Background: an optimization exercise with open tools, aiming at a short achievable clock period and few clock cycles. Do not read the settings as production practice.
Only simulation tests tie the RTL to the original design; equivalence was not proved.

## CPU
module CPU
  ( input             clk
  , input             rst
  , output     [15:0] addr
  , input      [ 7:0] data_in
  , output     [ 7:0] data_out
  , output            rd_enable
  , output            wr_enable
  , input      [7:0]  int_pending
  , output     [7:0]  int_clear
  );
Size: about 6400 cells after synthesis, roughly 52 I/O pins.
export LEC_CHECK = 0
export CAP_MARGIN = 20
export CORE_MARGIN = 2
export CORE_UTILIZATION = 40
export SLEW_MARGIN = 20
export SYNTH_HIERARCHICAL = 1
create_clock -name core_clock -period 10.0 [get_ports {clk}]
standard.sh (not shown) runs the stock make flow with config.mk's settings and CLKGATE_MAP_FILE= SYNTH_SCRIPT=/design/flow/synth_recipe.tcl, a recipe that flattens the netlist after the stock synthesis.
==> flow/flow/run.sh <==
#!/bin/bash
# Standard ORFS layout through the standard.sh (its synthesis script,
# the design's constraints), with a tighter setup target for the timing
# repair steps (SETUP_SLACK_MARGIN=8) so that the layout is optimised well
# beyond the 10 ns clock. Make's output goes to flow_make.log; ORFS writes
# each tool's log under orfs/logs/.
set -euo pipefail
bash standard.sh SETUP_SLACK_MARGIN=8 finish > flow_make.log 2>&1
Testbench counts at the start, summed over its fixed seeds: cycles 1,280,129.
Change:
--- a/flow/design.v
+++ b/flow/design.v
@@ -932,20 +932,30 @@
     , .wza(u[U_RPL] ? wz : (u[WZ_INC] ? wz1 : {data_in, z})), .ffz(u[U_RPL] ? z : data_in)
     , .a(a), .b(b), .c(c), .d(d), .e(e), .h(h), .l(l), .f({zf, nf, hf, cf, 4'h0})
     , .sp(sp)
     , .din(data_in), .z(z), .opb(opb), .res8(res8), .daa_k(daa_k), .wz1lo(wz1[7:0])
     , .rop(ir[5:3]), .cf(cf)
     , .s_z(act[I_Z]), .s_zinc(ue[I_ZINC]), .s_zdec(ue[I_ZDEC]), .s_zres(ue[I_ZRES])
     , .s_zset(ue[I_ZSET]), .s_zrot(ue[I_ZROT]), .s_zdaa(ue[I_ZDAA]), .s_wzinc(ue[WZ_INC])
-    , .tail(tail), .wsel(td[W_A+6:W_A])
+    , .tail(tail), .wsel(wqr), .tqt(qwr)
     , .q16(q16), .nsx(nsx), .nbret(nb[4]), .o_fb(o_fb), .o_nf(o_nf), .o_rst(o_rst), .o_ret(o_ret), .o_jp(o_jp), .o_hlt(o_hlt)
     , .u_n(u_n), .addr_n(addr_n), .dout_n(dout_n), .rd_n(rd_n), .wr_n(wr_n), .hz(hz)
     , .osub(pfx ? dtd[X_SUB] : td[X_SUB])
     , .z_n(z_n), .tc_n(tc_n), .opb_n(opb_n)
     );
+  wire [UW-1:0] u_nx = hz ? {{(UW-U_RPL-1){1'b0}}, 1'b1, {U_RPL{1'b0}}} : ((u_n & ~uclr) | uset);
+  reg  [TW-1:0] td_n;
+  always @* begin
+    td_n = td;
+    if (ue[U_FB]) td_n = td;
+    else if (ue[U_FNBX]) td_n = {TW{1'b0}};
+    else if (pfx) td_n = dtd;
+    else if (ue[U_DISP0]) td_n = {TW{1'b0}};
+  end
+  reg  [6:0]    wqr, qwr;    
   always @(posedge clk) begin
     addr_r <= addr_n;
     dout_r <= dout_n;
     opb    <= opb_n;
     if (nb_ld) nb <= data_in;
     if (nb_ld) nbs <= {s_rst, s_ret, s_jphl, s_halt};
     if (pfx) begin pjr <= pjr_l[7:0]; pjr_c <= pjr_l[9]; pjr_s <= data_in[7]; end
@@ -968,21 +978,21 @@
       u <= {UW{1'b0}};
       u[U_BOOT] <= 1'b1;
       irq_r <= 1'b0;
       ip_r <= 8'h00;
       nbv <= 1'b0;
       ir <= 8'h00; cb <= 1'b0; t <= 3'd0;
       td <= {TW{1'b0}};
+      wqr <= 7'd0; qwr <= 7'd0;
       iclr <= 8'h00;
       rd_r <= 1'b0; wr_r <= 1'b0;
     end else begin
-      if (hz) begin
-        u <= {UW{1'b0}}; u[U_RPL] <= 1'b1;
-      end else
-        u <= (u_n & ~uclr) | uset;
+      u     <= u_nx;
+      wqr   <= td_n[W_A+6:W_A] & {7{u_nx[U_TAIL]}};
+      qwr   <= td_n[TQ_A+6:TQ_A] & {7{u_nx[U_TAIL]}};
       ime   <= ime_n;
       nbv   <= nbv_n;
       irq_r <= |(int_pending & ~iclr & ~(u[U_DISP2] ? vbit : 8'h00));
       ip_r  <= int_pending;
       iclr  <= u[U_DISP2] ? vbit : 8'h00;
       rd_r  <= rd_n;
       wr_r  <= wr_n;
@@ -1093,15 +1103,16 @@
   , input  [7:0]  a, b, c, d, e, h, l, f
   , input  [15:0] sp
   , input  [7:0]  din, z, opb, res8, daa_k, wz1lo
   , input  [2:0]  rop
   , input         cf
   , input         s_z, s_zinc, s_zdec, s_zres, s_zset, s_zrot, s_zdaa, s_wzinc
   , input         tail
-  , input  [6:0]  wsel
+  , input  [6:0]  wsel       
+  , input  [6:0]  tqt        
   , input         o_fb, o_nf, o_rst, o_ret, o_jp, o_hlt   
   , input  [15:0] q16        
   , input  [3:0]  nsx        
   , input         nbret      
   , output [85:0] u_n
   , output [15:0] addr_n
   , output [7:0]  dout_n
@@ -1271,15 +1282,15 @@
             | (nx_nb[A_FFC] &  tq[2])
             | (nx_nb[D_B]   &  tq[1])
             | (nx_nb[D_C]   &  tq[2])
             | (nx_nb[D_D]   &  tq[3])
             | (nx_nb[D_E]   &  tq[4])
             | (nx_nb[D_H]   &  tq[5])
             | (nx_nb[D_L]   &  tq[6]));
-  wire [6:0] wq = wsel & {7{tail}};
+  wire [6:0] wq = wsel;
   wire [7:0] ka = wq[0] ? res8 : a;
   wire [7:0] kb = wq[1] ? res8 : b;
   wire [7:0] kc = wq[2] ? res8 : c;
   wire [7:0] kd = wq[3] ? res8 : d;
   wire [7:0] ke = wq[4] ? res8 : e;
   wire [7:0] kh = wq[5] ? res8 : h;
   wire [7:0] kl = wq[6] ? res8 : l;
@@ -1363,19 +1374,19 @@
                  | ({8{s_zdec}} & dec8(din))
                  | ({8{s_zres}} & (din & ~bmask))
                  | ({8{s_zset}} & (din | bmask))
                  | ({8{s_zrot}} & zrot)
                  | ({8{s_zdaa}} & daa_k)
                  | ({8{s_wzinc}} & wz1lo)
                  | ({8{!(ue[I_Z] | s_zinc | s_zdec | s_zres | s_zset | s_zrot | s_zdaa | s_wzinc)}} & z);
-  wire [6:0] wt = wsel & {7{tail}};
+  wire [6:0] wt = wsel;
   wire [6:0] bs = (bsel_ir & {7{g_pf | ue[U_RPL]}}) | (bsel_nb & {7{g_fnb}});
   wire       s_rsel = |bs;
   wire       s_fwd  = |(bs & wt);      
-  wire [6:0] qt     = tq & {7{tail}};
+  wire [6:0] qt     = tqt;
   wire       s_q    = |(bs & qt);      
   wire       s_qh   = |(bs & qt & 7'b0101010);    
   wire s_ohold = !(s_rsel | s_z | s_zdaa);
   wire [7:0] rsel = ({8{bs[0]}} & a) | ({8{bs[1]}} & b) | ({8{bs[2]}} & c)
                   | ({8{bs[3]}} & d) | ({8{bs[4]}} & e) | ({8{bs[5]}} & h)
                   | ({8{bs[6]}} & l);
   wire [7:0] opb_v = (s_q ? (s_qh ? q16[15:8] : q16[7:0]) : (s_fwd ? res8 : rsel))
Effect: Worst setup slack gets worse by 0.32 ns. Worst hold slack gets worse by 0.018 ns. Area after synthesis barely changes. Final cell count drops by 1.8%. Cell area drops by 2.5%.
Testbench counts after the change, summed over its fixed seeds: cycles 1,280,129.

-- re-timing with driven ports --
Ports are ideal in the flow. The routed layouts listed here were re-timed in OpenROAD. Step 1 (the two cells are an assumption about what drives the block):
set clk [get_ports {clk}]
set_driving_cell -lib_cell sky130_fd_sc_hd__clkbuf_16 $clk
set_driving_cell -lib_cell sky130_fd_sc_hd__buf_2 [delete_from_list [all_inputs] $clk]
Step 2 adds t to the input delays and takes it off the output delays; t is the mean of the earliest and latest rising clock arrival at the registers after step 1. Input paths then give back, and output paths get back, about the clock's delay inside the block. Slacks: ideal / step 1 / step 2; pairs: ideal / step 1.
run	shift t [ns]	slack for setup (ns)	worst hold slack (ns)	worst setup path at the end
the first run	0.821	6.255 / 6.109 / 5.289	0.515 / 0.515 / 0.515	input to register
the second run	0.820	5.930 / 5.930 / 5.347	0.498 / 0.498 / 0.498	input to register
After both steps setup and hold are still met in every run listed. For the first run, which loses most, drivers alone change the setup slack by -0.146 ns; drivers and shift together by -0.966 ns.
